Context: an optimization exercise on an open-source flow, tuned for small area and a short achievable clock period. The choices shown serve that exercise and are no tape-out recipe.
In this exercise RTL edits were held to simulation tests only and were not proved equivalent to the original.
Power figures rest on the tool's default switching activity, not on a simulated workload.

`flow/design.v`:
```
module ks_add #(parameter W = 8, parameter L = 3) (   
    input  [W-1:0] a,
    input  [W-1:0] b,
    input          cin,
    output [W-1:0] s,
    output         cout
);
    wire [W-1:0] p0;
    wire [W-1:0] gg [0:L];
    wire [W-1:0] pp [0:L];
    genvar i, l;
    for (i = 0; i < W; i = i + 1) begin : g_in
        assign p0[i] = a[i] ? ~b[i] : b[i];
        if (i == 0) begin : g_c
            assign gg[0][i] = p0[i] ? cin : a[i];
        end else begin : g_n
            assign gg[0][i] = a[i] & b[i];
        end
        assign pp[0][i] = p0[i];
    end
    for (l = 0; l < L; l = l + 1) begin : g_lv
        for (i = 0; i < W; i = i + 1) begin : g_b
            if (i >= (1 << l)) begin : g_m
                assign gg[l+1][i] = pp[l][i] ? gg[l][i - (1 << l)] : gg[l][i];
                assign pp[l+1][i] = pp[l][i] & pp[l][i - (1 << l)];
            end else begin : g_p
                assign gg[l+1][i] = gg[l][i];
                assign pp[l+1][i] = pp[l][i];
            end
        end
    end
    for (i = 0; i < W; i = i + 1) begin : g_s
        if (i == 0) begin : g_s0
            assign s[i] = p0[i] ? ~cin : cin;
        end else begin : g_sn
            assign s[i] = p0[i] ? ~gg[L][i-1] : gg[L][i-1];
        end
    end
    assign cout = gg[L][W-1];
endmodule
module CPU(
    clk,
    rst_n,
    in_valid,
    instruction,
    out_valid,
    instruction_fail,
    out_0,
    out_1,
    out_2,
    out_3,
    out_4,
    out_5
);
input clk;
input rst_n;
input in_valid;
input [31:0] instruction;
output logic out_valid, instruction_fail;
output logic [15:0] out_0, out_1, out_2, out_3, out_4, out_5;
function automatic [5:0] regsel(input [4:0] c);
    regsel[0] =  c[0] & ~c[1];
    regsel[1] = ~c[0] &  c[1];
    regsel[2] = ~c[4];
    regsel[3] =  c[2] & ~c[3];
    regsel[4] =  c[2] &  c[3];
    regsel[5] =  c[4] & ~c[0] & ~c[1] & ~c[2];
endfunction
wire [5:0] opc = instruction[31:26];
wire [5:0] fn  = instruction[5:0];
wire is_r    = (opc == 6'b000000);
wire is_addi = (opc == 6'b001000);
wire f_add   = is_r & (fn == 6'b100000);
wire f_mult  = is_r & (fn == 6'b011000);
wire f_sll   = is_r & (fn == 6'b000000);
wire f_sra   = is_r & (fn == 6'b000010);
wire f_relu  = is_r & (fn == 6'b110001);
wire f_lrelu = is_r & (fn == 6'b110010);
wire supported = is_addi | f_add | f_mult | f_sll | f_sra | f_relu | f_lrelu;
wire [5:0] sa = regsel(instruction[25:21]);
wire [5:0] sb = regsel(instruction[20:16]);
wire [15:0] rs_v = ({16{sa[0]}} & out_0) | ({16{sa[1]}} & out_1) | ({16{sa[2]}} & out_2) |
                   ({16{sa[3]}} & out_3) | ({16{sa[4]}} & out_4) | ({16{sa[5]}} & out_5);
wire [15:0] rt_v = ({16{sb[0]}} & out_0) | ({16{sb[1]}} & out_1) | ({16{sb[2]}} & out_2) |
                   ({16{sb[3]}} & out_3) | ({16{sb[4]}} & out_4) | ({16{sb[5]}} & out_5);
wire [4:0] dcode = is_addi ? instruction[20:16] : instruction[15:11];
logic [15:0] a0, b0;
logic [4:0]  sh0;
logic        add0, mul0, lrelu0, relu0, sll0, sra0;
logic [2:0]  d0;
logic        v0, f0;
always_ff @(posedge clk) begin
    a0 <= is_addi ? instruction[15:0] : rt_v;
    b0 <= rs_v;
    sh0 <= instruction[10:6];
    add0 <= is_addi | f_add;
    mul0 <= f_mult;
    lrelu0 <= f_lrelu;
    relu0 <= f_relu;
    sll0 <= f_sll;
    sra0 <= f_sra;
    d0 <= {dcode[3], dcode[1], dcode[0]};
end
always_ff @(posedge clk or negedge rst_n) begin
    if (!rst_n) begin
        v0 <= 1'b0;
        f0 <= 1'b0;
    end else begin
        v0 <= in_valid;
        f0 <= in_valid & ~supported;
    end
end
wire m1_d = mul0 | (lrelu0 & a0[15]);
wire [18:0] a0x = {{3{a0[15]}}, a0};
wire [18:0] tri_a;                       
ks_add #(.W(19), .L(5)) u_tri (.a(a0x), .b({a0x[17:0], 1'b0}), .cin(1'b0), .s(tri_a), .cout());
wire [15:0] neg_a;                       
ks_add #(.W(16), .L(4)) u_neg (.a(~a0), .b(16'd0), .cin(1'b1), .s(neg_a), .cout());
wire [15:0] shl = (sh0[4]) ? 16'd0 : (a0 << sh0[3:0]);
function automatic [4:0] booth8(input [3:0] g);
    logic [2:0] c;
    c = g[2:0] ^ {3{g[3]}};
    booth8[0] = ~c[2] & (c[1] ^ c[0]);
    booth8[1] = (~c[2] & c[1] & c[0]) | (c[2] & ~c[1] & ~c[0]);
    booth8[2] = c[2] & (c[1] ^ c[0]);
    booth8[3] = c[2] & c[1] & c[0];
    booth8[4] = g[3] & (c[2] | c[1] | c[0]);
endfunction
wire [16:0] bx = {b0, 1'b0};
wire [24:0] gm = {booth8(bx[15:12]), booth8(bx[12:9]), booth8(bx[9:6]),
                  booth8(bx[6:3]), booth8(bx[3:0])};
wire [3:0] sk = sh0[4] ? 4'd15 : sh0[3:0];    
wire [24:0] sd;
assign sd[0] = (sk == 4'd15);
assign sd[1] = (sk == 4'd14);
assign sd[2] = 1'b0;
assign sd[3] = (sk == 4'd13);
assign sd[4] = 1'b0;
assign sd[5] = (sk == 4'd12);
assign sd[6] = (sk == 4'd11);
assign sd[7] = 1'b0;
assign sd[8] = (sk == 4'd10);
assign sd[9] = 1'b0;
assign sd[10] = (sk == 4'd9);
assign sd[11] = (sk == 4'd8);
assign sd[12] = 1'b0;
assign sd[13] = (sk == 4'd7);
assign sd[14] = 1'b0;
assign sd[15] = (sk == 4'd6);
assign sd[16] = (sk == 4'd5);
assign sd[17] = 1'b0;
assign sd[18] = (sk == 4'd4);
assign sd[19] = 1'b0;
assign sd[20] = (sk == 4'd3);
assign sd[21] = (sk == 4'd2);
assign sd[22] = 1'b0;
assign sd[23] = (sk == 4'd1);
assign sd[24] = 1'b0;
wire [24:0] ad = 25'd1 << 23;
wire r5_neg = m1_d & b0[15] & ~b0[14];
wire r5_a   = (m1_d & ~b0[15] & b0[14]) | (sra0 & (sk == 4'd0)) |
              (~m1_d & ~add0 & ~sra0 & ~sll0 & ~(relu0 & a0[15]));
wire r5_b   = add0;
wire r5_sh  = sll0;
wire [15:0] r5_d = ({16{r5_neg}} & neg_a) | ({16{r5_a}} & a0) |
                   ({16{r5_b}} & b0) | ({16{r5_sh}} & shl);
logic [16:0] a1;
logic [15:0] r5;
logic [18:0] t1;
logic [24:0] dg1;
logic [2:0]  d1;
logic        v1, f1;
always_ff @(posedge clk) begin
    a1 <= add0 ? {a0, 1'b0} : {a0[15], a0};
    t1 <= tri_a;
    r5 <= r5_d;
    dg1 <= m1_d ? gm : sra0 ? sd : add0 ? ad : 25'd0;
    d1 <= d0;
end
always_ff @(posedge clk or negedge rst_n) begin
    if (!rst_n) begin
        v1 <= 1'b0;
        f1 <= 1'b0;
    end else begin
        v1 <= v0;
        f1 <= f0;
    end
end
wire [18:0] m1x = {{2{a1[16]}}, a1};
wire [18:0] m2x = {a1[16], a1, 1'b0};
wire [18:0] m3x = t1;
wire [18:0] m4x = {a1, 2'b0};
function automatic [18:0] ppsel(input [4:0] g, input [18:0] x1, input [18:0] x2,
                                input [18:0] x3, input [18:0] x4);
    ppsel = ({19{g[0]}} & x1) | ({19{g[1]}} & x2) | ({19{g[2]}} & x3) | ({19{g[3]}} & x4);
    ppsel = ppsel ^ {19{g[4]}};
endfunction
wire [18:0] pp0 = ppsel(dg1[4:0],   m1x, m2x, m3x, m4x);
wire [18:0] pp1 = ppsel(dg1[9:5],   m1x, m2x, m3x, m4x);
wire [18:0] pp2 = ppsel(dg1[14:10], m1x, m2x, m3x, m4x);
wire [18:0] pp3 = ppsel(dg1[19:15], m1x, m2x, m3x, m4x);
wire [18:0] pp4 = ppsel(dg1[24:20], m1x, m2x, m3x, m4x);
wire [4:0]  ng  = {dg1[24], dg1[19], dg1[14], dg1[9], dg1[4]};
wire [30:0] tx, ty;
wire ts1, tc2, ts3, tc4, ts5, tc6, ts7, tc8, tp9, ts10, tc11, ts12, tc13, tp14, ts15, tc16, ts17, tc18, tp19, ts20, tc21, ts22, tc23, tp24, ts25, tc26, tp27, ts28, tc29, tp30, ts31, tc32, tp33, ts34, tc35, tp36, ts37, tc38, tp39, ts40, tc41, tp42, ts43, tc44, tp45, ts46, tc47, tp48, ts49, tc50, tp51, ts52, tc53, tp54, ts55, tc56, tp57, ts58, tc59, tp60, ts61, tc62, tp63, ts64, tc65, tp66, ts67, tc68, ts69, tc70, tp71, ts72, tc73, ts74, tc75, tp76, ts77, tc78, ts79, tc80, ts81, tc82, ts83, tc84, ts85, tc86, ts87, tc88, tp89, ts90, tc91, tp92, ts93, tc94, tp95, ts96, tc97, tp98, ts99, tc100, tp101, ts102, tc103, tp104, ts105, tc106, tp107, ts108, tc109, tp110, ts111, tc112, tp113, ts114, tc115, tp116, ts117, tc118, tp119, ts120, tc121, tp122, ts123, tc124, tp125, ts126, tc127, tp128, ts129, tc130, tp131, ts132, tc133, tp134, ts135, tc136, tp137, ts138, tc139, tp140, ts141, tc142, tp143, ts144, tc145, ts146, tc147, ts148, tc149, ts150, tc151, ts152, tc153, ts154, tc155, ts156, tc157, tp158, ts159, tc160, tp161, ts162, tc163, tp164, ts165, tc166, tp167, ts168, tc169, tp170, ts171, tc172, tp173, ts174, tc175, tp176, ts177, tc178, tp179, ts180, tc181, tp182, ts183, tc184, tp185, ts186, tc187, tp188, ts189, tc190, tp191, ts192, tc193, tp194, ts195, tc196, tp197, ts198, tc199, tp200, ts201, tc202, tp203, ts204, tc205, tp206, ts207, tc208, tp209, ts210, tc211, tp212, ts213, tc214, tp215, ts216, tc217, tp218, ts219, tc220, tp221, ts222, tc223, tp224, ts225, tc226, tp227, ts228, tc229, tp230;
assign ts1 = pp0[9] ? ~pp1[6] : pp1[6];
assign tc2 = pp0[9] & pp1[6];
assign ts3 = pp0[10] ? ~pp1[7] : pp1[7];
assign tc4 = pp0[10] & pp1[7];
assign ts5 = pp0[11] ? ~pp1[8] : pp1[8];
assign tc6 = pp0[11] & pp1[8];
assign tp9 = pp0[12] ? ~pp1[9] : pp1[9];
assign ts7 = tp9 ? ~pp2[6] : pp2[6];
assign tc8 = tp9 ? pp2[6] : pp0[12];
assign ts10 = pp3[3] ? ~pp4[0] : pp4[0];
assign tc11 = pp3[3] & pp4[0];
assign tp14 = pp0[13] ? ~pp1[10] : pp1[10];
assign ts12 = tp14 ? ~pp2[7] : pp2[7];
assign tc13 = tp14 ? pp2[7] : pp0[13];
assign ts15 = pp3[4] ? ~pp4[1] : pp4[1];
assign tc16 = pp3[4] & pp4[1];
assign tp19 = pp0[14] ? ~pp1[11] : pp1[11];
assign ts17 = tp19 ? ~pp2[8] : pp2[8];
assign tc18 = tp19 ? pp2[8] : pp0[14];
assign ts20 = pp3[5] ? ~pp4[2] : pp4[2];
assign tc21 = pp3[5] & pp4[2];
assign tp24 = pp0[15] ? ~pp1[12] : pp1[12];
assign ts22 = tp24 ? ~pp2[9] : pp2[9];
assign tc23 = tp24 ? pp2[9] : pp0[15];
assign tp27 = pp3[6] ? ~pp4[3] : pp4[3];
assign ts25 = tp27 ? ~r5[0] : r5[0];
assign tc26 = tp27 ? r5[0] : pp3[6];
assign tp30 = pp0[16] ? ~pp1[13] : pp1[13];
assign ts28 = tp30 ? ~pp2[10] : pp2[10];
assign tc29 = tp30 ? pp2[10] : pp0[16];
assign tp33 = pp3[7] ? ~pp4[4] : pp4[4];
assign ts31 = tp33 ? ~r5[1] : r5[1];
assign tc32 = tp33 ? r5[1] : pp3[7];
assign tp36 = pp0[17] ? ~pp1[14] : pp1[14];
assign ts34 = tp36 ? ~pp2[11] : pp2[11];
assign tc35 = tp36 ? pp2[11] : pp0[17];
assign tp39 = pp3[8] ? ~pp4[5] : pp4[5];
assign ts37 = tp39 ? ~r5[2] : r5[2];
assign tc38 = tp39 ? r5[2] : pp3[8];
assign tp42 = pp0[18] ? ~pp1[15] : pp1[15];
assign ts40 = tp42 ? ~pp2[12] : pp2[12];
assign tc41 = tp42 ? pp2[12] : pp0[18];
assign tp45 = pp3[9] ? ~pp4[6] : pp4[6];
assign ts43 = tp45 ? ~r5[3] : r5[3];
assign tc44 = tp45 ? r5[3] : pp3[9];
assign tp48 = pp0[18] ? ~pp1[16] : pp1[16];
assign ts46 = tp48 ? ~pp2[13] : pp2[13];
assign tc47 = tp48 ? pp2[13] : pp0[18];
assign tp51 = pp3[10] ? ~pp4[7] : pp4[7];
assign ts49 = tp51 ? ~r5[4] : r5[4];
assign tc50 = tp51 ? r5[4] : pp3[10];
assign tp54 = pp0[18] ? ~pp1[17] : pp1[17];
assign ts52 = tp54 ? ~pp2[14] : pp2[14];
assign tc53 = tp54 ? pp2[14] : pp0[18];
assign tp57 = pp3[11] ? ~pp4[8] : pp4[8];
assign ts55 = tp57 ? ~r5[5] : r5[5];
assign tc56 = tp57 ? r5[5] : pp3[11];
assign tp60 = ~pp0[18] ? ~~pp1[18] : ~pp1[18];
assign ts58 = tp60 ? ~pp2[15] : pp2[15];
assign tc59 = tp60 ? pp2[15] : ~pp0[18];
assign tp63 = pp3[12] ? ~pp4[9] : pp4[9];
assign ts61 = tp63 ? ~r5[6] : r5[6];
assign tc62 = tp63 ? r5[6] : pp3[12];
assign tp66 = pp2[16] ? ~pp3[13] : pp3[13];
assign ts64 = tp66 ? ~pp4[10] : pp4[10];
assign tc65 = tp66 ? pp4[10] : pp2[16];
assign ts67 = r5[7] ? ~1'b1 : 1'b1;
assign tc68 = r5[7] & 1'b1;
assign tp71 = pp2[17] ? ~pp3[14] : pp3[14];
assign ts69 = tp71 ? ~pp4[11] : pp4[11];
assign tc70 = tp71 ? pp4[11] : pp2[17];
assign ts72 = r5[8] ? ~1'b1 : 1'b1;
assign tc73 = r5[8] & 1'b1;
assign tp76 = ~pp2[18] ? ~pp3[15] : pp3[15];
assign ts74 = tp76 ? ~pp4[12] : pp4[12];
assign tc75 = tp76 ? pp4[12] : ~pp2[18];
assign ts77 = pp3[16] ? ~pp4[13] : pp4[13];
assign tc78 = pp3[16] & pp4[13];
assign ts79 = pp3[17] ? ~pp4[14] : pp4[14];
assign tc80 = pp3[17] & pp4[14];
assign ts81 = pp0[6] ? ~pp1[3] : pp1[3];
assign tc82 = pp0[6] & pp1[3];
assign ts83 = pp0[7] ? ~pp1[4] : pp1[4];
assign tc84 = pp0[7] & pp1[4];
assign ts85 = pp0[8] ? ~pp1[5] : pp1[5];
assign tc86 = pp0[8] & pp1[5];
assign tp89 = pp2[3] ? ~pp3[0] : pp3[0];
assign ts87 = tp89 ? ~ng[3] : ng[3];
assign tc88 = tp89 ? ng[3] : pp2[3];
assign tp92 = pp2[4] ? ~pp3[1] : pp3[1];
assign ts90 = tp92 ? ~tc2 : tc2;
assign tc91 = tp92 ? tc2 : pp2[4];
assign tp95 = pp2[5] ? ~pp3[2] : pp3[2];
assign ts93 = tp95 ? ~tc4 : tc4;
assign tc94 = tp95 ? tc4 : pp2[5];
assign tp98 = ng[4] ? ~tc6 : tc6;
assign ts96 = tp98 ? ~ts7 : ts7;
assign tc97 = tp98 ? ts7 : ng[4];
assign tp101 = tc8 ? ~tc11 : tc11;
assign ts99 = tp101 ? ~ts12 : ts12;
assign tc100 = tp101 ? ts12 : tc8;
assign tp104 = tc13 ? ~tc16 : tc16;
assign ts102 = tp104 ? ~ts17 : ts17;
assign tc103 = tp104 ? ts17 : tc13;
assign tp107 = tc18 ? ~tc21 : tc21;
assign ts105 = tp107 ? ~ts22 : ts22;
assign tc106 = tp107 ? ts22 : tc18;
assign tp110 = tc23 ? ~tc26 : tc26;
assign ts108 = tp110 ? ~ts28 : ts28;
assign tc109 = tp110 ? ts28 : tc23;
assign tp113 = tc29 ? ~tc32 : tc32;
assign ts111 = tp113 ? ~ts34 : ts34;
assign tc112 = tp113 ? ts34 : tc29;
assign tp116 = tc35 ? ~tc38 : tc38;
assign ts114 = tp116 ? ~ts40 : ts40;
assign tc115 = tp116 ? ts40 : tc35;
assign tp119 = tc41 ? ~tc44 : tc44;
assign ts117 = tp119 ? ~ts46 : ts46;
assign tc118 = tp119 ? ts46 : tc41;
assign tp122 = tc47 ? ~tc50 : tc50;
assign ts120 = tp122 ? ~ts52 : ts52;
assign tc121 = tp122 ? ts52 : tc47;
assign tp125 = tc53 ? ~tc56 : tc56;
assign ts123 = tp125 ? ~ts58 : ts58;
assign tc124 = tp125 ? ts58 : tc53;
assign tp128 = tc59 ? ~tc62 : tc62;
assign ts126 = tp128 ? ~ts64 : ts64;
assign tc127 = tp128 ? ts64 : tc59;
assign tp131 = tc65 ? ~tc68 : tc68;
assign ts129 = tp131 ? ~ts69 : ts69;
assign tc130 = tp131 ? ts69 : tc65;
assign tp134 = r5[9] ? ~tc70 : tc70;
assign ts132 = tp134 ? ~tc73 : tc73;
assign tc133 = tp134 ? tc73 : r5[9];
assign tp137 = r5[10] ? ~1'b1 : 1'b1;
assign ts135 = tp137 ? ~tc75 : tc75;
assign tc136 = tp137 ? tc75 : r5[10];
assign tp140 = r5[11] ? ~1'b1 : 1'b1;
assign ts138 = tp140 ? ~tc78 : tc78;
assign tc139 = tp140 ? tc78 : r5[11];
assign tp143 = ~pp3[18] ? ~pp4[15] : pp4[15];
assign ts141 = tp143 ? ~r5[12] : r5[12];
assign tc142 = tp143 ? r5[12] : ~pp3[18];
assign ts144 = pp4[16] ? ~r5[13] : r5[13];
assign tc145 = pp4[16] & r5[13];
assign ts146 = pp4[17] ? ~r5[14] : r5[14];
assign tc147 = pp4[17] & r5[14];
assign ts148 = pp4[18] ? ~r5[15] : r5[15];
assign tc149 = pp4[18] & r5[15];
assign ts150 = pp0[3] ? ~pp1[0] : pp1[0];
assign tc151 = pp0[3] & pp1[0];
assign ts152 = pp0[4] ? ~pp1[1] : pp1[1];
assign tc153 = pp0[4] & pp1[1];
assign ts154 = pp0[5] ? ~pp1[2] : pp1[2];
assign tc155 = pp0[5] & pp1[2];
assign tp158 = pp2[0] ? ~ng[2] : ng[2];
assign ts156 = tp158 ? ~ts81 : ts81;
assign tc157 = tp158 ? ts81 : pp2[0];
assign tp161 = pp2[1] ? ~tc82 : tc82;
assign ts159 = tp161 ? ~ts83 : ts83;
assign tc160 = tp161 ? ts83 : pp2[1];
assign tp164 = pp2[2] ? ~tc84 : tc84;
assign ts162 = tp164 ? ~ts85 : ts85;
assign tc163 = tp164 ? ts85 : pp2[2];
assign tp167 = ts1 ? ~tc86 : tc86;
assign ts165 = tp167 ? ~ts87 : ts87;
assign tc166 = tp167 ? ts87 : ts1;
assign tp170 = ts3 ? ~tc88 : tc88;
assign ts168 = tp170 ? ~ts90 : ts90;
assign tc169 = tp170 ? ts90 : ts3;
assign tp173 = ts5 ? ~tc91 : tc91;
assign ts171 = tp173 ? ~ts93 : ts93;
assign tc172 = tp173 ? ts93 : ts5;
assign tp176 = ts10 ? ~tc94 : tc94;
assign ts174 = tp176 ? ~ts96 : ts96;
assign tc175 = tp176 ? ts96 : ts10;
assign tp179 = ts15 ? ~tc97 : tc97;
assign ts177 = tp179 ? ~ts99 : ts99;
assign tc178 = tp179 ? ts99 : ts15;
assign tp182 = ts20 ? ~tc100 : tc100;
assign ts180 = tp182 ? ~ts102 : ts102;
assign tc181 = tp182 ? ts102 : ts20;
assign tp185 = ts25 ? ~tc103 : tc103;
assign ts183 = tp185 ? ~ts105 : ts105;
assign tc184 = tp185 ? ts105 : ts25;
assign tp188 = ts31 ? ~tc106 : tc106;
assign ts186 = tp188 ? ~ts108 : ts108;
assign tc187 = tp188 ? ts108 : ts31;
assign tp191 = ts37 ? ~tc109 : tc109;
assign ts189 = tp191 ? ~ts111 : ts111;
assign tc190 = tp191 ? ts111 : ts37;
assign tp194 = ts43 ? ~tc112 : tc112;
assign ts192 = tp194 ? ~ts114 : ts114;
assign tc193 = tp194 ? ts114 : ts43;
assign tp197 = ts49 ? ~tc115 : tc115;
assign ts195 = tp197 ? ~ts117 : ts117;
assign tc196 = tp197 ? ts117 : ts49;
assign tp200 = ts55 ? ~tc118 : tc118;
assign ts198 = tp200 ? ~ts120 : ts120;
assign tc199 = tp200 ? ts120 : ts55;
assign tp203 = ts61 ? ~tc121 : tc121;
assign ts201 = tp203 ? ~ts123 : ts123;
assign tc202 = tp203 ? ts123 : ts61;
assign tp206 = ts67 ? ~tc124 : tc124;
assign ts204 = tp206 ? ~ts126 : ts126;
assign tc205 = tp206 ? ts126 : ts67;
assign tp209 = ts72 ? ~tc127 : tc127;
assign ts207 = tp209 ? ~ts129 : ts129;
assign tc208 = tp209 ? ts129 : ts72;
assign tp212 = ts74 ? ~tc130 : tc130;
assign ts210 = tp212 ? ~ts132 : ts132;
assign tc211 = tp212 ? ts132 : ts74;
assign tp215 = ts77 ? ~tc133 : tc133;
assign ts213 = tp215 ? ~ts135 : ts135;
assign tc214 = tp215 ? ts135 : ts77;
assign tp218 = ts79 ? ~tc136 : tc136;
assign ts216 = tp218 ? ~ts138 : ts138;
assign tc217 = tp218 ? ts138 : ts79;
assign tp221 = tc80 ? ~tc139 : tc139;
assign ts219 = tp221 ? ~ts141 : ts141;
assign tc220 = tp221 ? ts141 : tc80;
assign tp224 = 1'b1 ? ~tc142 : tc142;
assign ts222 = tp224 ? ~ts144 : ts144;
assign tc223 = tp224 ? ts144 : 1'b1;
assign tp227 = 1'b1 ? ~tc145 : tc145;
assign ts225 = tp227 ? ~ts146 : ts146;
assign tc226 = tp227 ? ts146 : 1'b1;
assign tp230 = 1'b1 ? ~tc147 : tc147;
assign ts228 = tp230 ? ~ts148 : ts148;
assign tc229 = tp230 ? ts148 : 1'b1;
assign tx[0] = pp0[0];
assign ty[0] = ng[0];
assign tx[1] = pp0[1];
assign ty[1] = 1'b0;
assign tx[2] = pp0[2];
assign ty[2] = 1'b0;
assign tx[3] = ng[1];
assign ty[3] = ts150;
assign tx[4] = tc151;
assign ty[4] = ts152;
assign tx[5] = tc153;
assign ty[5] = ts154;
assign tx[6] = tc155;
assign ty[6] = ts156;
assign tx[7] = tc157;
assign ty[7] = ts159;
assign tx[8] = tc160;
assign ty[8] = ts162;
assign tx[9] = tc163;
assign ty[9] = ts165;
assign tx[10] = tc166;
assign ty[10] = ts168;
assign tx[11] = tc169;
assign ty[11] = ts171;
assign tx[12] = tc172;
assign ty[12] = ts174;
assign tx[13] = tc175;
assign ty[13] = ts177;
assign tx[14] = tc178;
assign ty[14] = ts180;
assign tx[15] = tc181;
assign ty[15] = ts183;
assign tx[16] = tc184;
assign ty[16] = ts186;
assign tx[17] = tc187;
assign ty[17] = ts189;
assign tx[18] = tc190;
assign ty[18] = ts192;
assign tx[19] = tc193;
assign ty[19] = ts195;
assign tx[20] = tc196;
assign ty[20] = ts198;
assign tx[21] = tc199;
assign ty[21] = ts201;
assign tx[22] = tc202;
assign ty[22] = ts204;
assign tx[23] = tc205;
assign ty[23] = ts207;
assign tx[24] = tc208;
assign ty[24] = ts210;
assign tx[25] = tc211;
assign ty[25] = ts213;
assign tx[26] = tc214;
assign ty[26] = ts216;
assign tx[27] = tc217;
assign ty[27] = ts219;
assign tx[28] = tc220;
assign ty[28] = ts222;
assign tx[29] = tc223;
assign ty[29] = ts225;
assign tx[30] = tc226;
assign ty[30] = ts228;
wire c9;
ks_add #(.W(9), .L(4)) u_lo (.a(tx[8:0]), .b(ty[8:0]), .cin(1'b0), .s(), .cout(c9));
logic [21:0] x2, y2;
logic        c2;
logic [2:0]  d2;
logic        v2, f2;
always_ff @(posedge clk) begin
    x2 <= tx[30:9];
    y2 <= ty[30:9];
    c2 <= c9;
    d2 <= d1;
end
always_ff @(posedge clk or negedge rst_n) begin
    if (!rst_n) begin
        v2 <= 1'b0;
        f2 <= 1'b0;
    end else begin
        v2 <= v1;
        f2 <= f1;
    end
end
wire [21:0] sum3;
ks_add #(.W(22), .L(5)) u_fin (.a(x2), .b(y2), .cin(c2), .s(sum3), .cout());
wire [15:0] wb = sum3[21:6];
wire [15:0] wd = v2 ? wb : 16'd0;
wire [5:0] we;
assign we[0] = ~v2 | (~f2 & ~d2[2] & ~d2[1] &  d2[0]);
assign we[1] = ~v2 | (~f2 & ~d2[2] &  d2[1] & ~d2[0]);
assign we[2] = ~v2 | (~f2 &  d2[2] & ~d2[1]);
assign we[3] = ~v2 | (~f2 & ~d2[2] &  d2[1] &  d2[0]);
assign we[4] = ~v2 | (~f2 &  d2[2] &  d2[1]);
assign we[5] = ~v2 | (~f2 & ~d2[2] & ~d2[1] & ~d2[0]);
always_ff @(posedge clk or negedge rst_n) begin
    if (!rst_n) begin
        out_valid <= 1'b0;
        instruction_fail <= 1'b0;
        out_0 <= 16'd0;
        out_1 <= 16'd0;
        out_2 <= 16'd0;
        out_3 <= 16'd0;
        out_4 <= 16'd0;
        out_5 <= 16'd0;
    end else begin
        out_valid <= v2;
        instruction_fail <= v2 & f2;
        if (we[0]) out_0 <= wd;
        if (we[1]) out_1 <= wd;
        if (we[2]) out_2 <= wd;
        if (we[3]) out_3 <= wd;
        if (we[4]) out_4 <= wd;
        if (we[5]) out_5 <= wd;
    end
end
endmodule
```
`flow/flow/run.sh`:
```
#!/bin/bash
# The standard layout, with plain buf_2 cells as the port buffers (the default
# port buffer here is the slower and larger clkdlybuf4s50_1).
set -euo pipefail
bash standard.sh BUFFER_PORTS_ARGS="-buffer_cell sky130_fd_sc_hd__buf_2" finish > run_standard.log 2>&1
```
`flow/standard.sh`:
```
#!/bin/bash
# synth_recipe.tcl (not shown) runs the flow's synth.tcl, then flattens the netlist and writes it again
# the make line also repeats each setting of config.mk as NAME=value (left out here)
make -C /OpenROAD-flow-scripts/flow DESIGN_CONFIG=/design/flow/config.mk WORK_HOME=/design/flow/orfs CLKGATE_MAP_FILE= SYNTH_SCRIPT=/design/flow/synth_recipe.tcl "${@:-finish}"
```
`flow/config.mk`:
```
export PLATFORM = sky130hd
export DESIGN_NAME = CPU
export DESIGN_NICKNAME = CPU
export VERILOG_FILES = /design/flow/design.v
export SDC_FILE = /design/flow/constraint.sdc
export NUM_CORES = 4
export LEC_CHECK = 0
export CAP_MARGIN = 0
export CORE_MARGIN = 2
export CORE_UTILIZATION = 45
export SETUP_SLACK_MARGIN = 2.0
export SLEW_MARGIN = 0
```
`flow/constraint.sdc`:
```
create_clock -name core_clock -period 4.5 [get_ports {clk}]
set_input_delay 0.9000 -clock core_clock [delete_from_list [all_inputs] [get_ports {clk}]]
set_output_delay 0.9000 -clock core_clock [all_outputs]
set_load 0.01 [all_outputs]
```
==> results of run 1 <==
## metal layers
layer / track usage, % / vias to the layer above
met5: 0 / -
met4: 9.854 / 2
li1: - / 7491
met3: 5.666 / 191
met1: 39.56 / 7910
met2: 47.02 / 914
## through the flow
step | util (%) | instances | hold slack, ns
floorplan | - | 1986 | 0.3096
global placement | 48.04 | 2504 | 0.3108
detailed placement | 48.04 | 2504 | 0.3121
CTS | 52.24 | 2572 | 0.3258
global route | 54.40 | 2616 | 0.3310
finish | 54.41 | 2617 | 0.3250
## power by group through the flow
stage               Clock [mW]  Combinational [mW]  Sequential, mW
detailed placement           0                1.57            3.27
floorplan                    0                1.08            3.04
global placement             0                1.56            3.26
CTS                       2.76                1.67            3.23
global route              2.87                1.97            3.29
finish                    2.72                1.83            3.26
## area by class of cell
cell class,instances,area (sq um),share of cell area [%]
clock buffer,42,932.1,4.412
inverter,47,176.4,0.8351
sequential,276,6178,29.25
tap,518,648.1,3.068
antenna,1,2.502,0.01185
multi-input combinational,1513,11760,55.64
clock inverter,17,177.7,0.8410
timing repair buffer,203,1255,5.941
## Yosys cell counts, drive strengths merged (47+ instances only)
| master | n |
|---|---|
| nand2 | 193 |
| maj3 | 47 |
| o21ai | 132 |
| xnor2 | 176 |
| a22o | 60 |
| a21oi | 87 |
| nor2 | 111 |
| clkbuf | 118 |
| a221oi | 66 |
| dfrtp | 104 |
| dfxtp | 172 |
| ha | 73 |
| a22oi | 56 |
## state kept, by name (all words and copies together) (netlist names), 18 cells and up
signal  flops
dg1        25
y2         22
x2         22
t1         18
## repair_timing
action,CTS,global route
buffers inserted,9,44
gates cloned,0,0
endpoints found under the hold margin,0,0
resized for setup,120,105
pin swaps,14,49
setup endpoints to repair,127,120
## kinds of logic after synthesis
group	after synthesis
AND/OR/NAND/NOR	494
XOR/XNOR	237
adder cells (fa/ha/maj)	121
buffers and inverters	197
flip-flops	276
AO/OA/AOI/OAI	601
multiplexers	60
## worst paths after layout
kind | start | end | slack (ns) | depth (start not counted)
worst max-delay path | dg1[7] | x2[6] | 1.99 | 8
worst min-delay path | d1[1] | d2[1] | 0.32 | 0
worst max register to register | dg1[7] | x2[6] | 1.99 | 8
worst min register to register | d1[1] | d2[1] | 0.32 | 0
max in group asynchronous | rst_n | v1 | 3.03 | 2
min in group asynchronous | rst_n | instruction_fail | 0.54 | 1
## critical path: stages, from the launching register on
cell	delay (ns)
dfxtp_4	0.38
buf_2	0.18
buf_4	0.16
a221oi_4	0.31
xor2_1	0.22
xnor2_1	0.17
xnor2_1	0.14
maj3_1	0.41
maj3_1	0.40
## placed cells by master, fill, tap and decap left out, drive strengths merged, types with 9 or more instances in the layout
master / instances
a211oi: 13
a21boi: 9
a21oi: 87
a221oi: 66
a222oi: 41
a22o: 60
a22oi: 56
a31oi: 29
and2: 13
and3: 18
buf: 202
clkbuf: 43
clkinv: 10
dfrtp: 104
dfxtp: 172
ha: 73
inv: 50
maj3: 47
mux2: 33
mux2i: 25
nand2: 193
nand2b: 16
nand3: 37
nor2: 111
nor2b: 29
nor3: 20
o211ai: 12
o21ai: 132
o22ai: 37
or3: 12
xnor2: 176
xnor3: 10
xor2: 44
==> summary.txt, run 1 <==
status finished clean; Synth Flop Type dfxtp_1; cts hold-fix bufs 0; Setup CP Type flip-flop to flip-flop; final max-slew violation count 0; period utilization 55.78%; mux cell area share after synthesis 3.756%; Fill cells 3520; initial core utilization 45.73%; Compound-Gate Fraction of Synth Area 23.90%; Critical Path RT 4.90 ns; slew of the pin with the lowest slew margin 1.107 ns; vias post-DR 16510; CTS tree yes; clock share of power 34.8%; Post-Place Setup Slack 1.506 ns; top-area cell type share of the netlist area 19.39%; DRT met1 WL 26.27 mm; Peak VDD IR 0.3520 mV; Remaining Overflow, GRT 0; asr flop ratio synth 37.68%; core area 38830 sq um; largest net degree at the start of global routing 82; DR vias/cell 6.308; worst-case clock buffer depth 3; Synth Area in XOR/XNOR 13.10%; cell taking the most area after synthesis dfxtp_1; CP Capture Type flip-flop; metal3 WL 5.508 mm; synth top area cells dfxtp_1 (19%), dfrtp_1 (15%), xnor2_1 (8.6%), ha_1 (5.1%), nand2_1 (4.1%); Final setup viols 0; Max FO, Critical Path 6; PnR worst setup slack 1.990 ns; netlist area before placement 17760 sq um; gr usage total 29.28%; Avg WL per Cell 23.87 um; H-tree depth 2; final WL 62.48 mm; Int Pwr 5.049 mW; die area 41060 sq um; Final min period 2.510 ns; CTS Root Cell clkbuf_16; Post-layout nets 2184; Hold Crit Class flip-flop to flip-flop; clock skew 0.04003 ns; met2 WL 28.50 mm; Ports 133; area post-placement 18650 sq um; Adder-Cell Fraction of Synth Area 7.913%; Fin. Hold Viols 0; main combinational cell family by area after synthesis compound AO/OA/AOI/OAI gates; Avg Cell Area, Syn 8.940 sq um; 1st-iter DRT viols 2130; RSZ-0062 raised after global routing yes; Die Ht 202.6 um; Die Wd 202.6 um; Switching Share 35.41%; vias in the first global route 15420; Worst-Skew Late Latency 0.56 ns; simple-gate share of the synthesized area 12.98%; FMAX 0.3984 GHz; Synth Warn # 5; Top Metal Used met5; clk sink count 276; share of layout cells above drive strength 1 22.45%; 1st-pass router iterations 10; Lkg Pwr 8.685 nW; DRC Markers 0; max-capacitance violation count 0; initial antenna violation count 3; Final Power 7.818 mW; final setup TNS 0 ns; Post-DRT Antenna Nets 0; detailed placement HPWL 45.14 mm; I/O Buffers 132; Seq cells post-synth 276; switching power 2.768 mW; Inserted Clock Buffers 34; synthesized instance count 1986; Pwr per Cell Area 370.1 nW/um^2; global-route wire length before repair 93.54 mm; area grow syn2layout 18.98%; Worst setup SP type flip-flop; crit path DAT 2.91 ns; Netlist cell types 78; Site Rows 72; Mapped Nets 2095; Seq/Total Area, Yosys 34.05%; Seq pwr share 41.8%; GP Congestion 0.9612; Finished Cell Area 21130 sq um; Slew headroom 26.06%; Comb pwr share 23.4%; Clock Pin Slew Worst Setup and Hold Paths 0.06 ns; EDFF count, synth 0
==> run 2: changes to the inputs <==
--- a/flow/config.mk
+++ b/flow/config.mk
@@ -7,6 +7,7 @@
 export LEC_CHECK = 0
-export CAP_MARGIN = 0
+export CAP_MARGIN = 20
 export CORE_MARGIN = 2
 export CORE_UTILIZATION = 45
+export PLACE_DENSITY = 0.8
 export SETUP_SLACK_MARGIN = 2.0
-export SLEW_MARGIN = 0
+export SLEW_MARGIN = 20
==> summary.txt, run 2 <==
largest net degree at the start of global routing 80; Hold Crit Class flip-flop to flip-flop; Top delay family on crit path compound AO/OA/AOI/OAI gates; Seq/Total Area, Yosys 34.05%; Remaining Overflow, GRT 0; cell taking the most area after synthesis dfxtp_1; area grow syn2layout 17.71%; GP Congestion 0.9977; Final setup viols 0; vias in the first global route 16100; crit path cell chain buf_4 > o41ai_4 > xor2_1 > xnor3_2 > and2_1 > o21ai_1 > o311ai_1 > maj3_1; most common cell in the synthesized netlist nand2_1; Commonest cells post-synth nand2_1 (193), xnor2_1 (175), dfxtp_1 (172); 1st-pass router iterations 12; clock skew 0.02833 ns; Hold Crit Start d1[1]; DRC Markers 0; gr usage total 27.11%; Seq. cell area 6168 sq um; clk sink count 276; Die Wd 202.6 um; Netlist cell types 78; CP Capture Type flip-flop; Lkg Pwr 8.531 nW; slowest cell on the critical path dfxtp_4; RSZ-0062 raised after global routing yes; final WL 59.73 mm; Avg WL per Cell 22.95 um; most frequent cells in the layout nand2_1 (189), xnor2_1 (168), buf_2 (131); Critical Path RT 4.94 ns; core area 38830 sq um; max-capacitance violation count 0; CTS Root Cell clkbuf_16; Seq cells post-synth 276; worst-case clock buffer depth 3; initial core utilization 45.73%; slew of the pin with the lowest slew margin 1.030 ns; Synth Warn # 5; biggest registers after layout dg1 x25, x2 x22, y2 x22; Worst-Skew Late Latency 0.58 ns; detailed placement HPWL 41.79 mm; Buffers & Inverters on Critical Path 1; global-route wire length before repair 89.96 mm; final setup TNS 0 ns; Avg Cell Area, Syn 8.940 sq um; Peak VDD IR 0.3670 mV; Pwr per Cell Area 362.0 nW/um^2; max reg flops 25; Post-layout nets 2171; Post-DRT Antenna Nets 0; Synth Flop Type dfxtp_1; synthesized instance count 1986; top-area cell type share of the netlist area 19.39%; Worst setup SP type flip-flop; H-tree depth 1; Max FO, Critical Path 14; 1st-iter DRT viols 2317; Site Rows 72; Clock Pin Slew Worst Setup and Hold Paths 0.06 ns; EDFF count, synth 0; CTS tree yes; final max-slew violation count 0; Die Ht 202.6 um; share of layout cells above drive strength 1 21.53%; Fin. Hold Viols 0; diodes inserted 0; Mapped Nets 2095; utilization after layout 53.83%; die area 41060 sq um; CP startpoint dg1[7]; Fill cells 3276; Top reg by flops dg1; FMAX 0.3889 GHz; vias post-DR 16960; I/O Buffers 132; area of the multi-input gates 11680 sq um; Inserted Clock Buffers 29; status finished clean; crit path DAT 3.01 ns; Ports 133; synth top area cells dfxtp_1 (19%), dfrtp_1 (15%), xnor2_1 (8.6%), ha_1 (5.1%), nand2_1 (4.1%); asr flop ratio synth 37.68%; period utilization 57.14%; most common cell after layout, fill and taps aside nand2_1; initial antenna violation count 0; Setup CP Type flip-flop to flip-flop; Final min period 2.571 ns; netlist area before placement 17760 sq um; Crit path largest cell delay 0.41 ns; DR vias/cell 6.516; Slew headroom 31.32%; Crit Reg-Reg Startpoint dg1[7]
## run 2: per-stage QoR
| stage | worst slack [ns] | instance area, sq um | hold slack (ns) | total power [mW] | cells |
|---|---|---|---|---|---|
| 2_1_floorplan | 2.017 | 17760 | 0.3096 | 4.118 | 1986 |
| 6_report | 1.929 | 20900 | 0.3248 | 7.566 | 2603 |
| 5_1_grt | 1.842 | 20900 | 0.3368 | 7.834 | 2603 |
| 3_5_place_dp | 1.413 | 18650 | 0.3143 | 4.752 | 2505 |
| 4_1_cts | 1.880 | 20110 | 0.3279 | 7.366 | 2568 |
| 3_3_place_gp | 1.513 | 18650 | 0.3102 | 4.712 | 2505 |
## run 2: per-layer routing
metal | vias up | part of all wire [%] | global-route usage [%]
met4 | 0 | 5.8 | 12.17
li1 | 7483 | - | -
met5 | - | 0 | 0
met3 | 302 | 10 | 5.955
met1 | 8041 | 38 | 34.29
met2 | 1135 | 46 | 44.37
## run 2: final timing paths
check	end	slack (ns)	cells past startpoint
hold / removal	d2[1]	0.32	0
min in group asynchronous	f1	0.49	1
setup reg to reg	x2[14]	1.93	8
hold reg to reg	d2[1]	0.32	0
max in group asynchronous	out_4[7]	3.03	2
setup / recovery	x2[14]	1.93	8
## run 2: area by class of cell
type	count	area share, %
sequential	276	29.51
clock buffer	39	4.245
clock inverter	15	0.6525
inverter	47	0.8681
multi-input combinational	1513	55.87
tap	518	3.101
timing repair buffer	195	5.747
## run 2: timing repair
action	4_1_cts	5_1_grt
gates resized for setup	110	106
buffers inserted	9	35
pin swaps	14	27
setup endpoints to repair	139	123
hold buffers	0	0
## run 2: kinds of logic after synthesis
family	synth area share (%)
AND/OR/NAND/NOR	12.98
multiplexers	3.756
XOR/XNOR	13.10
adder cells (fa/ha/maj)	7.913
AO/OA/AOI/OAI	23.90
buffers and inverters	4.306
flip-flops	34.05
## run 2: worst reg2reg max path: cells and delay by family (launching register included)
family,cells,cell delay (ns)
flops,1,0.41
buf+inv,1,0.18
simple gates,1,0.18
xor+xnor,2,0.63
fa+ha+maj,1,0.38
compound gates,3,0.68
## run 2: power breakdown
part	leakage (nW)	total (mW)	switching, mW	internal, mW
Clock	0.506	2.54	1.08	1.46
Combinational	5.17	1.78	1.07	0.717
Sequential	2.85	3.25	0.511	2.73
Total	8.53	7.57	2.66	4.91
==> run 3: changes to the inputs <==
--- a/flow/config.mk
+++ b/flow/config.mk
@@ -10,3 +10,3 @@
 export CORE_UTILIZATION = 45
-export PLACE_DENSITY = 0.8
+export PLACE_DENSITY = 0.7
 export SETUP_SLACK_MARGIN = 2.0
==> summary.txt, run 3 <==
gr usage total 27.55%; H-tree depth 1; most common cell in the synthesized netlist nand2_1; Post-Place Setup Slack 1.483 ns; crit path DAT 2.97 ns; cell taking the most area after synthesis dfxtp_1; Setup CP Type flip-flop to flip-flop; Mapped Nets 2095; r2r endpoint y2[5]; slew of the pin with the lowest slew margin 1.190 ns; 1st-iter DRT viols 2342; Final Power 7.581 mW; Top reg by flops dg1; die area 41060 sq um; EDFF count, synth 0; final max-slew violation count 0; Post-layout nets 2172; vias in the first global route 15560; Critical Path RT 4.92 ns; Seq cells post-synth 276; Final min period 2.556 ns; most common cell after layout, fill and taps aside nand2_1; Fin. Hold Viols 0; Seq/Total Area, Yosys 34.05%; Pwr per Cell Area 360.8 nW/um^2; Netlist cell types 78; initial antenna violation count 2; CP Capture Type flip-flop; asr flop ratio synth 37.68%; Max FO, Critical Path 6; Clock Pin Slew Worst Setup and Hold Paths 0.07 ns; Commonest cells post-synth nand2_1 (193), xnor2_1 (175), dfxtp_1 (172); most frequent cells in the layout nand2_1 (191), xnor2_1 (159), buf_2 (132); Worst setup SP type flip-flop; hold_ws 0.3268 ns; core area 38830 sq um; period utilization 56.80%; utilization after layout 54.12%; worst reg2reg setup slack 1.94 ns; max-capacitance violation count 0; synthesized instance count 1986; Worst Hold End d2[1]; 1st-pass router iterations 8; area post-placement 18660 sq um; Remaining Overflow, GRT 0; Avg WL per Cell 22.91 um; Synth Warn # 5; biggest registers after layout dg1 x25, x2 x22, y2 x22; netlist area before placement 17760 sq um; GP Congestion 0.9578; final setup TNS 0 ns; FMAX 0.3913 GHz; Die Wd 202.6 um; Finished Cell Area 21010 sq um; clk sink count 276; Peak VDD IR 0.2764 mV; Hold Crit Start d1[1]; Inserted Clock Buffers 30; global-route wire length before repair 90.05 mm; R2R cell count 7; Avg Cell Area, Syn 8.940 sq um; Slew headroom 20.48%; Post-DRT Antenna Nets 0; share of layout cells above drive strength 1 22.09%; largest net degree at the start of global routing 82; Synth Flop Type dfxtp_1; RSZ-0062 raised after global routing yes; Site Rows 72; Ports 133; Crit Reg-Reg Startpoint dg1[3]; worst-case clock buffer depth 3; detailed placement HPWL 42.34 mm; status finished clean; DRC Markers 0; area grow syn2layout 18.35%; Hold Path Depth 0; Hold Crit Class flip-flop to flip-flop; max reg flops 25; cts hold-fix bufs 0; CTS Root Cell clkbuf_16; synth top area cells dfxtp_1 (19%), dfrtp_1 (15%), xnor2_1 (8.6%), ha_1 (5.1%), nand2_1 (4.1%); Die Ht 202.6 um; Lkg Pwr 8.609 nW; Final setup viols 0; CTS tree yes; Cells after DPL 2507; clock skew 0.06718 ns; I/O Buffers 132; Post-Layout Cell Count 2607; initial core utilization 45.73%; DR vias/cell 6.398; final WL 59.73 mm; vias post-DR 16680; Worst-Skew Late Latency 0.61 ns; top-area cell type share of the netlist area 19.39%; PnR worst setup slack 1.944 ns
==> run 3: how the worst max path moves through the flow <==
stage	slack (ns)	depth (start not counted)	endpoint	start
finish	1.94	7	y2[5]	dg1[3]
global placement	1.58	7	out_0[11]	c2
floorplan	2.02	13	c2	dg1[8]
global route	1.88	7	x2[6]	dg1[3]
CTS	1.97	8	out_4[12]	x2[7]
detailed placement	1.48	8	out_4[13]	y2[5]
==> run 3: where the power goes <==
part / leakage (nW) / internal (mW) / switching, mW / total [mW]
registers: 2.85 / 2.74 / 0.516 / 3.25
logic: 5.25 / 0.730 / 1.07 / 1.80
clock network: 0.513 / 1.45 / 1.09 / 2.53
==> run 3: area by class of cell <==
cell class                      count  area [sq um]
Clock inverter                     18         183.9
Multi-Input combinational cell   1513         11780
Fill cell                        3371         17810
Timing Repair Buffer              195          1206
Sequential cell                   276          6148
Tap cell                          518         648.1
Clock buffer                       38         864.6
Inverter                           47         177.7
Antenna cell                        2         5.005
==> run 3: logic make-up (layout without fill, tap and decap cells) <==
family                   count (synthesis)  in the layout  synth area share, %
other                                    0              2                    0
adder cells (fa/ha/maj)                121            121                7.913
multiplexers                            60             60                3.756
XOR/XNOR                               237            237                13.10
AND/OR/NAND/NOR                        494            494                12.98
buffers and inverters                  197            298                4.306
flip-flops                             276            276                34.05
AO/OA/AOI/OAI                          601            601                23.90
==> run 3: routing by layer <==
metal,share of wire [%],track usage [%]
met5,0,0
met4,3.5,9.645
met3,10,5.441
met2,47,44.59
met1,40,36.72
==> run 3: what timing repair did <==
action	in CTS	in global routing
endpoints found under the setup margin	133	133
resized for setup	115	112
buffers inserted	14	27
pin swaps	11	46
==> run 3: critical path: stages (launching register included) <==
cell,delay (ns)
dfxtp_4,0.39
buf_2,0.19
buf_4,0.15
a221oi_2,0.32
xnor2_1,0.16
maj3_1,0.43
maj3_1,0.40
xor3_1,0.38
==> run 4: changes to the inputs <==
--- a/flow/design.v
+++ b/flow/design.v
@@ -1,2 +1,2 @@
-module ks_add #(parameter W = 8, parameter L = 3) (   
+module ks_add #(parameter W = 8, parameter L = 3, parameter GA = 1) (
     input  [W-1:0] a,
@@ -16,3 +16,3 @@
         end else begin : g_n
-            assign gg[0][i] = a[i] & b[i];
+            assign gg[0][i] = GA ? a[i] : (a[i] & b[i]);
         end
@@ -498,3 +498,3 @@
 wire c9;
-ks_add #(.W(9), .L(4)) u_lo (.a(tx[8:0]), .b(ty[8:0]), .cin(1'b0), .s(), .cout(c9));
+ks_add #(.W(9), .L(4), .GA(0)) u_lo (.a(tx[8:0]), .b(ty[8:0]), .cin(1'b0), .s(), .cout(c9));
 logic [21:0] x2, y2;
--- a/flow/config.mk
+++ b/flow/config.mk
@@ -10,3 +10,2 @@
 export CORE_UTILIZATION = 45
-export PLACE_DENSITY = 0.7
 export SETUP_SLACK_MARGIN = 2.0
==> summary.txt, run 4 <==
vias in the first global route 15430; H-tree depth 1; Hold Crit Class flip-flop to flip-flop; final max-slew violation count 0; Lkg Pwr 9.039 nW; worst-case clock buffer depth 3; clock skew 0.02206 ns; FMAX 0.3916 GHz; biggest registers after layout dg1 x25, x2 x22, y2 x22; share of layout cells above drive strength 1 27.48%; Avg Cell Area, Syn 9.139 sq um; most common cell in the synthesized netlist nand2_1; Avg WL per Cell 23.76 um; synthesized instance count 1950; synth top area cells dfxtp_1 (19%), dfrtp_1 (15%), xnor2_1 (9.1%), ha_1 (4.7%), o21ai_0 (4.0%); top-area cell type share of the netlist area 19.32%; CP Capture Type flip-flop; Post-layout nets 2188; Clock Pin Slew Worst Setup and Hold Paths 0.06 ns; Final Power 9.045 mW; Worst-Skew Late Latency 0.60 ns; clock share of power 28.3%; Fin. Hold Viols 0; final WL 62.46 mm; Synth Warn # 5; Seq cells post-synth 276; Die Ht 203 um; GP Congestion 0.9416; Post-Place Setup Slack 1.399 ns; Compound-Gate Fraction of Synth Area 23.69%; initial antenna violation count 2; vias post-DR 16420; period utilization 56.74%; main combinational cell family by area after synthesis compound AO/OA/AOI/OAI gates; Remaining Overflow, GRT 0; Max FO, Critical Path 6; EDFF count, synth 0; Seq pwr share 42.1%; initial core utilization 45.90%; max reg flops 25; die area 41210 sq um; CTS Root Cell clkbuf_16; simple-gate share of the synthesized area 11.51%; DRC Markers 0; Post-DRT Antenna Nets 0; area grow syn2layout 21.93%; Seq/Total Area, Yosys 33.93%; 1st-pass router iterations 6; detailed placement HPWL 44.41 mm; gr usage total 29.05%; max-capacitance violation count 0; Switching Share 39.08%; Ports 133; I/O Buffers 132; global-route wire length before repair 93.03 mm; core area 38830 sq um; Final setup viols 0; asr flop ratio synth 37.68%; clk sink count 276; Critical Path RT 4.97 ns; most common cell after layout, fill and taps aside nand2_1; Synth Area in XOR/XNOR 14.29%; switching power 3.535 mW; Die Wd 203 um; Setup CP Type flip-flop to flip-flop; RSZ-0062 raised after global routing yes; Synth Flop Type dfxtp_1; Netlist cell types 84; largest net degree at the start of global routing 54; status finished clean; utilization after layout 55.96%; Inserted Clock Buffers 31; mux cell area share after synthesis 4.669%; Pwr per Cell Area 416.3 nW/um^2; Final min period 2.553 ns; Adder-Cell Fraction of Synth Area 7.821%; netlist area before placement 17820 sq um; Post-Layout Cell Count 2629; DR vias/cell 6.244; cell taking the most area after synthesis dfxtp_1; cts hold-fix bufs 0; most frequent cells in the layout nand2_1 (183), xnor2_1 (163), buf_2 (131); slew of the pin with the lowest slew margin 0.8462 ns; CTS tree yes; Peak VDD IR 0.2873 mV; Commonest cells post-synth nand2_1 (189), xnor2_1 (186), dfxtp_1 (172); 1st-iter DRT viols 1643; final setup TNS 0 ns; Worst setup SP type flip-flop; Site Rows 72; Cells after DPL 2482; Int Pwr 5.510 mW; crit path DAT 3.03 ns; Mapped Nets 2052; Comb pwr share 29.5%; diodes inserted 0; Top reg by flops dg1; PnR worst setup slack 1.947 ns; Slew headroom 43.34%
-- run 4: power groups by stage --
stage	Sequential (mW)	Clock (mW)	Combinational, mW
2_1_floorplan	3.35	0	1.59
3_3_place_gp	3.74	0	2.21
3_5_place_dp	3.74	0	2.23
4_1_cts	3.73	2.59	2.42
5_1_grt	3.84	2.70	2.89
6_report	3.81	2.56	2.67
-- run 4: layout make-up --
type,count,area [sq um]
Tap cell,518,648.1
Clock inverter,15,131.4
Multi-Input combinational cell,1491,12050
Sequential cell,276,6237
Timing Repair Buffer,248,1607
Clock buffer,43,902.1
Inverter,38,157.7
Fill cell,3459,17100
-- run 4: repair_timing --
| item | CTS | global route |
|---|---|---|
| cloned | 0 | 1 |
| gates resized for setup | 173 | 123 |
| endpoints found under the setup margin | 122 | 100 |
| setup buffers | 48 | 40 |
| pin swaps | 34 | 37 |
-- run 4: logic make-up (layout without fill, tap and decap cells) --
kind of cell,after synthesis,after routing
buf+inv,184,344
mux,73,73
compound gates,590,591
flops,276,276
xor+xnor,261,261
fa+ha+maj,122,122
simple gates,444,444
-- run 4: path summary, 6_finish.rpt --
path,depth (start not counted),endpoint,slack (ns),from
worst max-delay path,8,out_0[13],1.95,x2[6]
max in group asynchronous,2,out_3[13],3.32,rst_n
worst min register to register,0,d1[0],0.33,d0[0]
worst min-delay path,0,d1[0],0.33,d0[0]
worst max register to register,8,out_0[13],1.95,x2[6]
min in group asynchronous,1,out_4[3],0.34,rst_n
-- run 4: worst max-delay path, stage by stage, from the launching register on --
cell      delay, ns
dfxtp_1        0.37
xnor2_1        0.56
nor2_1         0.14
o211a_4        0.22
o311ai_4       0.34
buf_4          0.18
a311o_2        0.26
nor3_2         0.07
a311o_1        0.29
-- run 4: stage by stage --
step / hold slack, ns / cell area (sq um)
2_1_floorplan: 0.3096 / 17840
3_3_place_gp: 0.3112 / 18790
3_5_place_dp: 0.3121 / 18790
4_1_cts: 0.3262 / 20820
5_1_grt: 0.3337 / 21730
6_report: 0.3276 / 21730
-- run 4: routing by layer --
layer	track usage, %	routed length, um
met4	9.984	2367
met5	0	23
met3	5.698	5529
met2	45.55	27810
met1	40.00	26730
==> run 5: changes to the inputs <==
--- a/flow/design.v
+++ b/flow/design.v
@@ -519,3 +519,3 @@
 wire [21:0] sum3;
-ks_add #(.W(22), .L(5)) u_fin (.a(x2), .b(y2), .cin(c2), .s(sum3), .cout());
+ks_add #(.W(22), .L(5), .GA(0)) u_fin (.a(x2), .b(y2), .cin(c2), .s(sum3), .cout());
 wire [15:0] wb = sum3[21:6];
==> summary.txt, run 5 <==
most common cell in the synthesized netlist nand2_1; most frequent cells in the layout nand2_1 (183), xnor2_1 (157), buf_2 (132); max-capacitance violation count 0; Seq. cell area 6185 sq um; Top reg by flops dg1; Inserted Clock Buffers 34; Lkg Pwr 8.880 nW; r2r endpoint out_1[14]; Clock Pin Slew Worst Setup and Hold Paths 0.06 ns; Synth Flop Type dfxtp_1; Slew headroom 30.41%; mux cell area share after synthesis 3.914%; DR vias/cell 6.250; Worst setup SP type flip-flop; gr usage total 28.24%; max reg flops 25; CP Capture Type flip-flop; initial antenna violation count 2; worst-case clock buffer depth 3; area of the multi-input gates 11850 sq um; slowest cell on the critical path or3b_4; cts hold-fix bufs 0; slew of the pin with the lowest slew margin 1.039 ns; Compound-Gate Fraction of Synth Area 23.21%; initial core utilization 45.78%; Crit path top cell by count a21oi_2; Commonest cells post-synth nand2_1 (193), dfxtp_1 (172), xnor2_1 (171); crit path cell chain ha_4 > or3b_4 > o2111a_2 > a211oi_4 > o211ai_1 > a21oi_2 > buf_4 > o311a_4 > a21oi_2; vias post-DR 16170; clock skew 0.02250 ns; final WL 60.88 mm; worst reg2reg setup slack 1.93 ns; Max FO, Critical Path 6; Post-DRT Antenna Nets 0; FMAX 0.3898 GHz; I/O Buffers 132; area grow syn2layout 20.46%; asr flop ratio synth 37.68%; H-tree depth 2; CP startpoint x2[2]; status finished clean; synth top area cells dfxtp_1 (19%), dfrtp_1 (15%), xnor2_1 (8.4%), ha_1 (6.1%), nand2_1 (4.1%); R2R cell count 9; Die Ht 202.8 um; synthesized instance count 1936; Fin. Hold Viols 0; period utilization 57.00%; termination of the worst setup path out_1[14]; 1st-pass router iterations 9; netlist area before placement 17780 sq um; Die Wd 202.8 um; 1st-iter DRT viols 1606; vias in the first global route 14920; Crit path largest cell delay 0.38 ns; Avg WL per Cell 23.53 um; Avg Cell Area, Syn 9.182 sq um; DRC Markers 0; largest net degree at the start of global routing 87; simple-gate share of the synthesized area 11.79%; RSZ-0062 raised after global routing yes; area post-placement 18640 sq um; share of layout cells above drive strength 1 26.06%; crit path DAT 2.95 ns; EDFF count, synth 0; Seq cells post-synth 276; Hold Crit Class flip-flop to flip-flop; Netlist cell types 82; Worst-Skew Late Latency 0.56 ns; Setup CP Type flip-flop to flip-flop; Critical Path RT 4.89 ns; Fill cells 3430; GP Congestion 0.9360; CTS tree yes; final max-slew violation count 0; final setup TNS 0 ns; Post-layout nets 2165; die area 41110 sq um; Peak VDD IR 0.3267 mV; most common cell after layout, fill and taps aside nand2_1; Seq/Total Area, Yosys 34.01%; top-area cell type share of the netlist area 19.37%; Remaining Overflow, GRT 0; Adder-Cell Fraction of Synth Area 9.256%; Mapped Nets 2058; Synth Area in XOR/XNOR 13.35%; CTS Root Cell clkbuf_16; Final min period 2.565 ns; core area 38830 sq um; cell taking the most area after synthesis dfxtp_1; Finished Cell Area 21410 sq um; Crit Reg-Reg Startpoint x2[2]; Synth Warn # 5; global-route wire length before repair 90.20 mm; biggest registers after layout dg1 x25, x2 x22, y2 x22; Final setup viols 0; Ports 133; Site Rows 72; main combinational cell family by area after synthesis compound AO/OA/AOI/OAI gates; Pwr per Cell Area 454.6 nW/um^2; detailed placement HPWL 42.85 mm; clk sink count 276
[run 5: cells by family after synthesis]
logic type / count (synthesis)
AO/OA/AOI/OAI: 572
XOR/XNOR: 243
adder cells (fa/ha/maj): 141
buffers and inverters: 191
flip-flops: 276
multiplexers: 62
AND/OR/NAND/NOR: 451
[run 5: area by class of cell]
class                      instances  share of cell area, %
clock inverter                    14                 0.8706
sequential                       276                  28.88
clock buffer                      47                  4.826
inverter                          44                 0.8414
timing repair buffer             217                  6.194
tap                              518                  3.027
antenna                            1                0.01169
multi-input combinational       1470                  55.35
[run 5: where the power goes]
group | internal (mW) | switching (mW) | total [mW]
Sequential | 2.89 | 0.790 | 3.68
Clock | 1.80 | 1.15 | 2.95
Combinational | 1.27 | 1.83 | 3.10
[run 5: through the flow]
stage	util [%]	power [mW]	std cells	setup slack (ns)	hold WS (ns)
floorplan	-	5.084	1936	2.017	0.3096
global placement	47.99	6.085	2458	1.179	0.3102
finish	55.15	9.734	2587	1.935	0.3194
global route	55.14	10.15	2586	1.864	0.3244
detailed placement	48.00	6.116	2458	1.169	0.3128
CTS	52.89	9.400	2538	1.967	0.3184
[run 5: critical path, delay by kind of cell (launching register included)]
family,cells,cell delay [ns]
compound gates,6,1.29
fa+ha+maj,1,0.27
buf+inv,1,0.15
flops,1,0.33
simple gates,1,0.38
[run 5: what timing repair did]
action / CTS / global route
pin swaps: 20 / 49
setup buffers: 19 / 47
gates cloned: 0 / 1
resized for setup: 144 / 116
setup endpoints to repair: 122 / 119
[run 5: worst min path at each step]
| stage | start | endpoint | cells after the start |
|---|---|---|---|
| finish | d1[1] | d2[1] | 0 |
| detailed placement | d1[1] | d2[1] | 0 |
| global route | d1[1] | d2[1] | 0 |
| global placement | d0[0] | d1[0] | 0 |
| floorplan | d0[0] | d1[0] | 0 |
| CTS | d1[1] | d2[1] | 0 |
[run 5: per-layer routing]
| metal | up-vias | global-route usage [%] | share of wire (%) |
|---|---|---|---|
| li1 | 7360 | - | - |
| met1 | 7889 | 38.27 | 42 |
| met2 | 765 | 44.51 | 46 |
| met3 | 154 | 4.462 | 7.9 |
| met4 | 0 | 12.59 | 4.3 |
| met5 | - | 0 | 0 |

static timing again, ports no longer ideal:
The results above use ideal ports. As a check the final layouts listed here were re-extracted and re-timed, cells and wires unchanged. Step 1 sets driving cells, clkbuf_16 on the clock port and buf_2 on the other inputs (assumed; they add their load-dependent delay and slew). Step 2 adds t to the input delays and takes it off the output delays; t is the mean of the earliest and latest rising clock arrival at the registers after step 1. Input paths then give back, and output paths get back, about the clock's delay inside the block. Slacks: no drivers / after step 1 / after step 2; pairs: no drivers / after step 1.
| run | t, ns | setup WS [ns] | worst hold slack (ns) | worst data-port slew with drivers (ns) |
|---|---|---|---|---|
| run 1 | 0.600 | 1.990 / 1.990 / 1.683 | 0.325 / 0.325 / 0.325 | 0.07 |
| run 2 | 0.618 | 1.929 / 1.929 / 1.715 | 0.325 / 0.325 / 0.325 | 0.06 |
| run 3 | 0.628 | 1.944 / 1.944 / 1.691 | 0.327 / 0.327 / 0.327 | 0.07 |
| run 4 | 0.645 | 1.947 / 1.947 / 1.516 | 0.328 / 0.301 / 0.328 | 0.08 |
| run 5 | 0.602 | 1.935 / 1.935 / 1.682 | 0.319 / 0.319 / 0.319 | 0.07 |
After both steps every run listed still meets setup and hold. For run 4, which loses most, drivers alone change the setup slack by 0.000 ns; drivers and shift together by -0.431 ns.
